Context: an optimization exercise on an open-source flow, tuned for small area, a short achievable clock period and few clock cycles. The choices shown serve that exercise and are no tape-out recipe. Where RTL was checked, it was by simulation tests only, not by an equivalence proof against the original. No activity file was given, so power comes from the tool's default toggle rates.

== oak ==
// day03p2_top
module day03p2_top (
    input  logic        clk_i,
    input  logic        rst_ni,
    input  logic [3:0]  digit_i,
    input  logic        eol_i,
    output logic [63:0] result_o,
    output logic        ready_o
);
Size in the first run: ~130 flip-flops, roughly 0.0083 mm² of cells after synthesis.
==> flow/config.mk <==
export PLATFORM = sky130hd
export DESIGN_NAME = day03p2_top
export DESIGN_NICKNAME = day03p2_top
export VERILOG_FILES = /design/flow/design.v
export SDC_FILE = /design/flow/constraint.sdc
export NUM_CORES = 4
export LEC_CHECK = 0
export CAP_MARGIN = 20
export CORE_MARGIN = 2
export CORE_UTILIZATION = 40
export CTS_BUF_LIST = sky130_fd_sc_hd__clkbuf_4 sky130_fd_sc_hd__clkbuf_8
export CTS_CLUSTER_DIAMETER = 100
export CTS_CLUSTER_SIZE = 30
export PLACE_DENSITY = 0.75
export SETUP_SLACK_MARGIN = 4.25
export SLEW_MARGIN = 20
==> flow/constraint.sdc <==
create_clock -name core_clock -period 8.0 [get_ports {clk_i}]
set_input_delay 1.6000 -clock core_clock [delete_from_list [all_inputs] [get_ports {clk_i}]]
set_output_delay 1.6000 -clock core_clock [all_outputs]
set_load 0.01 [all_outputs]
standard.sh (not shown) runs the stock make flow with config.mk's settings and CLKGATE_MAP_FILE= SYNTH_SCRIPT=/design/flow/synth_recipe.tcl, a recipe that flattens the netlist after the stock synthesis.
==> flow/flow/run.sh <==
#!/bin/bash
set -euo pipefail
export BUFFER_PORTS_ARGS="-buffer_cell sky130_fd_sc_hd__buf_1"
bash standard.sh finish > standard_flow.log 2>&1
oak: flow completed, timing, DRC and antenna clean
Testbench counts of oak, summed over its fixed seeds: cycles 55,312.
Input-level comparison between pine and oak:
- a change of CORE_UTILIZATION from 40 to 50
- a deleted PLACE_DENSITY that had been 0.75
[summary]
Via count grows slightly when moving from oak to pine. pine gives more initial standard-cell utilization of the core than oak did. Of the two values seen for critical-path cell with the highest stage delay, sky130_fd_sc_hd__dfrtp_2 was produced by oak and sky130_fd_sc_hd__dfrtp_4 by pine. Die area: pine vs oak down about 20%.

* * *

The RTL this note starts from:
==> flow/design.v <==
module bk_add #(parameter int W = 40) (
    input  logic [W-1:0] a,
    input  logic [W-1:0] b,
    input  logic         ci,
    output logic [W-1:0] y,
    output logic         co
);
    localparam int L = $clog2(W + 1);
    logic [W:0] g [0:2*L];
    logic [W:0] p [0:2*L];
    always_comb begin
        g[0] = {a & b, ci};
        p[0] = {a ^ b, 1'b0};
        for (int l = 0; l < L; l++) begin
            g[l+1] = g[l];
            p[l+1] = p[l];
            for (int i = (2 << l) - 1; i <= W; i += (2 << l)) begin
                g[l+1][i] = g[l][i] | (p[l][i] & g[l][i - (1 << l)]);
                p[l+1][i] = p[l][i] & p[l][i - (1 << l)];
            end
        end
        for (int l = L - 2; l >= 0; l--) begin
            g[2*L-1-l] = g[2*L-2-l];
            p[2*L-1-l] = p[2*L-2-l];
            for (int i = (3 << l) - 1; i <= W; i += (2 << l)) begin
                g[2*L-1-l][i] = g[2*L-2-l][i] | (p[2*L-2-l][i] & g[2*L-2-l][i - (1 << l)]);
                p[2*L-1-l][i] = p[2*L-2-l][i] & p[2*L-2-l][i - (1 << l)];
            end
        end
        for (int i = 0; i < W; i++) y[i] = p[0][i+1] ^ g[2*L-1][i];
        co = g[2*L-1][W];
    end
endmodule
module inc_late #(parameter int W = 24) (
    input  logic [W-1:0] a,
    input  logic         ci,
    output logic [W-1:0] y
);
    logic [W-1:0] ones;    
    always_comb begin
        ones[0] = 1'b1;
        for (int i = 1; i < W; i++) ones[i] = ones[i-1] & a[i-1];
        y = a ^ (ones & {W{ci}});
    end
endmodule
module day03p2_top (
    input  logic        clk_i,
    input  logic        rst_ni,
    input  logic [3:0]  digit_i,
    input  logic        eol_i,
    output logic [63:0] result_o,
    output logic        ready_o
);
logic [11:0][3:0] s_q, s_d;
logic [11:0]      s_en;
logic [39:0] lo_q;        
logic [23:0] hi_q, hi_d;  
logic [3:0]  d_q;         
logic        busy_q;      
logic        flush_q;     
logic [12:0] t_q;         
logic [11:0] mb_q;        
logic        tg_q;        
logic        fin_q;       
logic        hold_q;      
logic [3:0]  add_q;       
logic        c_q;         
logic        dig, conv, nxt11;
logic [11:1] lt, moved;
logic [11:0] ma;
logic [47:0] r;
logic [39:0] a, b, y;
logic        co;
logic [3:0]  top;
logic [39:0] sum;
assign r     = s_q;
assign dig   = d_q != 4'd0;
assign conv  = busy_q;
assign nxt11 = busy_q & t_q[10] & ~t_q[11];    
always_comb begin
    for (int i = 1; i < 12; i++) lt[i] = s_q[i] < s_q[i-1];
    moved[11] = lt[11];
    for (int i = 10; i >= 1; i--) moved[i] = moved[i+1] | lt[i];
    top = tg_q ? s_q[11] : 4'd0;
    for (int i = 0; i < 12; i++) ma[i] = mb_q[i] | add_q[0];
    for (int j = 0; j < 40; j++) begin
        a[j] = r[j] & ma[j/4];
        if (j >= 2) b[j] = (r[j-2] & mb_q[(j-2)/4]) | (lo_q[j] & add_q[1 + j/14]);
    end
    b[1] = top[2] | top[3] | (lo_q[1] & add_q[1]);
    b[0] = top[1] | top[3] | (lo_q[0] & add_q[1]);
end
bk_add #(.W(40)) u_add (.a(a), .b(b), .ci(top[3]), .y(y), .co(co));
assign sum = {y[38:0], top[0]};
inc_late #(.W(24)) u_inc (.a(hi_q), .ci(c_q), .y(hi_d));
always_comb begin
    s_d[0] = conv ? sum[3:0] : d_q;
    for (int i = 1; i < 12; i++)
        s_d[i] = (i < 10 ? sum[4*i +: 4] : 4'd0) | (t_q[i-1] ? 4'd0 : s_q[i-1]);
    s_en[0] = (conv & ~hold_q) | (dig & (moved[1] | (d_q > s_q[0])));
    for (int i = 1; i < 12; i++) s_en[i] = (conv & ~hold_q) | (dig & moved[i]);
end
always_ff @(posedge clk_i or negedge rst_ni) begin
    if (!rst_ni) begin
        hi_q    <= 24'd0;
        busy_q  <= 1'b1;
        flush_q <= 1'b1;
        t_q     <= 13'd0;
        tg_q    <= 1'b1;
        fin_q   <= 1'b0;
        hold_q  <= 1'b0;
        add_q   <= 4'd0;
        c_q     <= 1'b0;
    end else begin
        hi_q   <= hi_d;
        fin_q  <= nxt11;
        hold_q <= nxt11;
        add_q  <= {4{nxt11 & ~flush_q}};
        c_q    <= add_q[0] & co;
        tg_q   <= ~(nxt11 | fin_q);
        if (conv) begin
            busy_q <= ~t_q[12];
            t_q    <= t_q[12] ? 13'd0 : {t_q[11:0], 1'b1};
            if (t_q[12]) flush_q <= 1'b0;
        end else begin
            busy_q <= eol_i;
        end
    end
end
always_ff @(posedge clk_i) begin
    d_q  <= (busy_q | eol_i) ? 4'd0 : digit_i;
    mb_q <= (conv & ~t_q[11] & ~nxt11) ? {mb_q[10:0], 1'b1} : 12'd0;
    if (fin_q) lo_q <= y;
    for (int i = 0; i < 12; i++) if (s_en[i]) s_q[i] <= s_d[i];
end
assign result_o = {hi_q, lo_q};
assign ready_o  = ~busy_q;
endmodule
Settings: LEC_CHECK=0, CAP_MARGIN=20, CORE_MARGIN=2, CORE_UTILIZATION=40, SETUP_SLACK_MARGIN=5, SLEW_MARGIN=20; clock period 8.0 ns.
run.sh (not shown) runs the stock make flow with config.mk's settings and CLKGATE_MAP_FILE= SYNTH_SCRIPT=/design/flow/synth_recipe.tcl, a recipe that flattens the netlist after the stock synthesis.
Stock flow here: none of the scripts above is used.
The first run passed the timing, design-rule and antenna checks.
==> next run, changes <==
- SETUP_SLACK_MARGIN: 5 -> 4.5
Worst setup slack degrades by 0.053 ns.
Clock power goes down by about 9%.
Via count goes down by 0.48%.
Non-clock buffer count drops by 12.
No run of this note included a check of the RTL's function; only the layout flow was run.

* * *

Another version of the RTL of day03p2_top (not shown whole).
Size in the first run: ~900 cells after synthesis, roughly 72 I/O pins.
clock: 8.0 ns
lec_check: 0
cap_margin: 20
core_margin: 2
core_utilization: 40
setup_slack_margin: 5
slew_margin: 20
The starting point completed with no timing, DRC or antenna violations.
Then changed:
Settings changed: SETUP_SLACK_MARGIN 5 to not set.
What happened: The new run finished with timing, DRC and antenna clean. Via count falls by 7.4%. Wire length falls by 18%. Final area falls by 16%. Total power falls by 16%. Synthesized cell count stays the same. Register-to-register slack loses 590 ps. Clock skew rises by 4.5 ps. Combinational power falls by 24%. Die area stays the same. Clock-buffer cell count falls by 2.
No functional check of the RTL was part of any run of this note.

* * *

== alpha ==
day03p2_top with an RTL version that a note above also has.
Size in the first run: roughly 130 flip-flops.
clock: 8.0 ns
lec_check: 0
cap_margin: 20
core_margin: 2
core_utilization: 40
cts_buf_list: sky130_fd_sc_hd__clkbuf_4 sky130_fd_sc_hd__clkbuf_8
cts_cluster_diameter: 100
cts_cluster_size: 30
setup_slack_margin: 5
slew_margin: 20
standard.sh (not shown) runs the stock make flow with config.mk's settings and CLKGATE_MAP_FILE= SYNTH_SCRIPT=/design/flow/synth_recipe.tcl, a recipe that flattens the netlist after the stock synthesis.
Scripts as last shown in full above: flow/flow/run.sh
alpha completed; timing, DRC and antenna clean
Testbench counts of alpha, summed over its fixed seeds: cycles 55,312.
## Diff of input files: beta against alpha
- CTS_CLUSTER_DIAMETER now 150, was 100
- CTS_CLUSTER_SIZE now 50, was 30
- SETUP_SLACK_MARGIN now 4.5, was 5
==> flow/run.sh (new file) <==
#!/bin/bash
# synth_recipe.tcl (not shown) runs the flow's synth.tcl, then flattens the netlist and writes it again
# the make line also repeats each setting of config.mk as NAME=value (left out here)
make -C /OpenROAD-flow-scripts/flow DESIGN_CONFIG=/design/flow/config.mk WORK_HOME=/design/flow/orfs CLKGATE_MAP_FILE= SYNTH_SCRIPT=/design/flow/synth_recipe.tcl finish
removed: flow/flow/run.sh
removed: flow/standard.sh
==> summary.txt <==
- beta vs. alpha: maximum vdd drop saw a decrease; power after layout lost about 4.7%; non-clock buffer count lower; power of the sequential group saw little to no change; fill cell total of the finished layout now larger.
- Placed cell area ends up higher on beta.
- Going from alpha to beta, instance count after placement with tap cells included ~0 delta; clock power -4.9%.
> inputs changed (beta -> gamma)
- CORE_UTILIZATION now 60, was 40
- CTS_CLUSTER_DIAMETER now 100, was 150
- CTS_CLUSTER_SIZE now 30, was 50
[summary]
Largest incremental delay on the critical path essentially unchanged between gamma and beta.
Cell area after placement in gamma vs beta: down 1.2%
What beta reported for cell count has to be multiplied by 0.925 to get the figure for gamma.
Of gamma and beta, it is gamma that has the lower die outline area.
Going from beta to gamma, the effective utilization at floorplan was found to have gone up by 20 points.

* * *

Starting RTL as in the previous note.
## day03p2_top
module day03p2_top (
    input  logic        clk_i,
    input  logic        rst_ni,
    input  logic [3:0]  digit_i,
    input  logic        eol_i,
    output logic [63:0] result_o,
    output logic        ready_o
);
logic [11:0][3:0] s_q, s_d;
logic [11:0]      s_en;
logic [39:0] lo_q;        
logic [23:0] hi_q, hi_d;  
logic [3:0]  d_q;         
logic        busy_q;      
logic        flush_q;     
logic [10:0] mb_q;        
logic        tg_q;        
logic        fin_q;       
logic        hold_q;      
logic        done_q;      
logic [3:0]  add_q;       
logic        c_q;         
logic        dig, conv, nxt11;
logic [10:0] ms;
logic [11:1] lt, moved;
logic [9:0]  ma;
logic [47:0] r;
logic [39:0] a, b, y;
logic        co;
logic [3:0]  top;
logic [39:0] sum;
assign r     = s_q;
assign dig   = d_q != 4'd0;
assign conv  = busy_q;
assign nxt11 = mb_q[10];    
always_comb begin
    for (int i = 1; i < 12; i++) lt[i] = s_q[i] < s_q[i-1];
    moved[11] = lt[11];
    for (int i = 10; i >= 1; i--) moved[i] = moved[i+1] | lt[i];
    top = tg_q ? s_q[11] : 4'd0;
    for (int i = 0; i < 10; i++) ma[i] = mb_q[i] | add_q[0];
    for (int i = 0; i < 11; i++) ms[i] = mb_q[i] | done_q;
    for (int j = 0; j < 40; j++) begin
        a[j] = r[j] & ma[j/4];
  ...
clock: 8.0 ns
lec_check: 0
cap_margin: 20
core_margin: 2
core_utilization: 40
cts_buf_list: sky130_fd_sc_hd__clkbuf_4 sky130_fd_sc_hd__clkbuf_8
cts_cluster_diameter: 100
cts_cluster_size: 30
gpl_timing_driven: 0
setup_slack_margin: 4.25
slew_margin: 20
==> flow/flow/run.sh <==
#!/bin/bash
set -euo pipefail
export BUFFER_PORTS_ARGS="-buffer_cell sky130_fd_sc_hd__buf_1"
bash standard.sh finish > standard_flow.log 2>&1
Testbench counts at the start, summed over its fixed seeds: cycles 55,312.
Change:
- GPL_TIMING_DRIVEN: 0 -> default
- SETUP_SLACK_MARGIN: 4.25 -> 3.75
What happened: Sequential cell count does not change. Routed wire length went down by 4.4%. Global-route usage goes down by 0.66 points. Core utilization falls by 1.2 points.
Change:
- SETUP_SLACK_MARGIN: 3.75 -> 4.25
What happened:
- power climbs by 0.41%
- area after synthesis stays the same
- global-route usage does not change
- critical path depth stays the same
- cell area goes up by 0.38%
- via count hardly moves
- combinational power barely changes
- first-iteration DRC count came out higher by 8.8%
- final cell count is unchanged
- fmax went up by 9.1%
Change:
- SETUP_SLACK_MARGIN: 4.25 -> 4
Routed wire length stays flat.
Utilization decreases by 0.15 points.
Final cell count does not change.
Cell area decreases by 0.34%.
Power decreases by 0.37%.
Clock skew is about the same.
Hold slack is about the same.
Via count hardly moves.

* * *

== run 1 ==
day03p2_top again, from the RTL that the note above started with.
==> flow/config.mk <==
export PLATFORM = sky130hd
export DESIGN_NAME = day03p2_top
export DESIGN_NICKNAME = day03p2_top
export VERILOG_FILES = /design/flow/design.v
export SDC_FILE = /design/flow/constraint.sdc
export NUM_CORES = 4
export LEC_CHECK = 0
export CAP_MARGIN = 20
export CORE_MARGIN = 2
export CORE_UTILIZATION = 40
export CTS_BUF_LIST = sky130_fd_sc_hd__clkbuf_4 sky130_fd_sc_hd__clkbuf_8
export CTS_CLUSTER_DIAMETER = 100
export CTS_CLUSTER_SIZE = 30
export SETUP_SLACK_MARGIN = 4
export SLEW_MARGIN = 20
==> flow/constraint.sdc <==
create_clock -name core_clock -period 8.0 [get_ports {clk_i}]
set_input_delay 1.6000 -clock core_clock [delete_from_list [all_inputs] [get_ports {clk_i}]]
set_output_delay 1.6000 -clock core_clock [all_outputs]
set_load 0.01 [all_outputs]
run.sh (not shown) runs the stock make flow with config.mk's settings and CLKGATE_MAP_FILE= SYNTH_SCRIPT=/design/flow/synth_recipe.tcl, a recipe that flattens the netlist after the stock synthesis.
Stock flow here: none of the scripts above is used.
Testbench counts of run 1, summed over its fixed seeds: cycles 55,312.
Modified inputs, run 2 compared to run 1
Settings: changing SETUP_SLACK_MARGIN from 4 to 4.5.
==> flow/flow/run.sh (new file) <==
#!/bin/bash
set -euo pipefail
export BUFFER_PORTS_ARGS="-buffer_cell sky130_fd_sc_hd__buf_1"
bash standard.sh finish > standard_flow.log 2>&1
==> flow/standard.sh (new file) <==
#!/bin/bash
# synth_recipe.tcl (not shown) runs the flow's synth.tcl, then flattens the netlist and writes it again
# the make line also repeats each setting of config.mk as NAME=value (left out here)
make -C /OpenROAD-flow-scripts/flow DESIGN_CONFIG=/design/flow/config.mk WORK_HOME=/design/flow/orfs CLKGATE_MAP_FILE= SYNTH_SCRIPT=/design/flow/synth_recipe.tcl "${@:-finish}"
removed: flow/run.sh
--- outcome ---
In the tables for run 2 and run 1, wire length reported by the detailed router reads lower with run 1. On smallest setup slack after layout, the lower figure sits with run 1, not run 2. Status: clock latency on the worst-skew pair parity (run 1, run 2). Looking at number of antenna violations at the first check in global routing, run 2 sits above run 1. Time the worst path needs with I/O delays and setup in run 2 is 0.29 ns lower than in run 1. Compared with run 1, run 2 shows a power share of the sequential group that is 2.1 points lower. Comparing run 1 against run 2, there is no change at all in port buffer count.
--- input diff run 2..run 3 ---
Settings: a change of CORE_UTILIZATION from 40 to 30; a change of SETUP_SLACK_MARGIN from 4.5 to 4.25.
Notes after the runs:
Against run 2, cell area power density in run 3 fell by a few percent.
Run 3 supports a lower top clock frequency than run 2.
Going from run 2 to run 3, hold-fix buffer count after cts ~0 delta; detailed-route wire length per cell fell about 8%.
NOTE: power in run 3 falls short of that of run 2
Changes observed in run 3 relative to run 2: wire length after detailed routing has remained practically unchanged; clock latency on the worst-skew pair was more or less identical.
Sequential share of power in run 3 is 1.7 points above run 2.
Final cell area: run 3 below run 2
Share of the clock period used by the worst path: run 3 vs run 2 up 1.8 points
Number of DRC violations after detailed-routing iteration 0: run 3 better than run 2

==> afterwards: timing with drivers on the ports <==
No port has a modelled driver above. Below, the same layouts with a new extraction and two added sets of constraints.
Step 1 assumes that a clkbuf_16 drives the clock port and a buf_2 every other input.
Step 2 adds t to the input delays and takes it off the output delays; t is the mean of the earliest and latest rising clock arrival at the registers after step 1. Input paths then give back, and output paths get back, about the clock's delay inside the block.
Slacks: no drivers / after step 1 / after step 2; pairs: no drivers / after step 1.
run | shift t [ns] | slack for setup (ns) | hold WS [ns] | cell pins on the clock port's net
oak | 0.487 | 4.444 / 4.444 / 4.444 | 0.482 / 0.482 / 0.482 | 1
pine | 0.491 | 4.438 / 4.438 / 4.438 | 0.468 / 0.468 / 0.468 | 1
the first run of note 2 | 0.468 | 4.584 / 4.584 / 4.584 | 0.474 / 0.474 / 0.474 | 1
the second run of note 2 | 0.472 | 4.531 / 4.531 / 4.531 | 0.474 / 0.474 / 0.474 | 1
the first run of note 3 | 0.465 | 3.507 / 3.507 / 3.507 | 0.469 / 0.469 / 0.469 | 1
the second run of note 3 | 0.465 | 2.914 / 2.914 / 2.914 | 0.469 / 0.469 / 0.469 | 1
alpha | 0.502 | 4.665 / 4.665 / 4.665 | 0.474 / 0.474 / 0.474 | 1
beta | 0.497 | 4.639 / 4.639 / 4.639 | 0.477 / 0.477 / 0.477 | 1
gamma | 0.496 | 4.588 / 4.588 / 4.588 | 0.471 / 0.471 / 0.471 | 1
the first run of note 5 | 0.488 | 4.403 / 4.403 / 4.403 | 0.473 / 0.473 / 0.473 | 1
the second run of note 5 | 0.497 | 4.252 / 4.252 / 4.252 | 0.483 / 0.483 / 0.483 | 1
the third run of note 5 | 0.498 | 4.565 / 4.565 / 4.565 | 0.483 / 0.483 / 0.483 | 1
the fourth run of note 5 | 0.497 | 4.353 / 4.353 / 4.353 | 0.483 / 0.483 / 0.483 | 1
run 1 | 0.497 | 4.338 / 4.338 / 4.338 | 0.477 / 0.477 / 0.477 | 1
run 2 | 0.498 | 4.628 / 4.628 / 4.628 | 0.483 / 0.483 / 0.483 | 1
run 3 | 0.492 | 4.483 / 4.483 / 4.483 | 0.470 / 0.470 / 0.470 | 1
After both steps setup and hold are still met in every run listed.
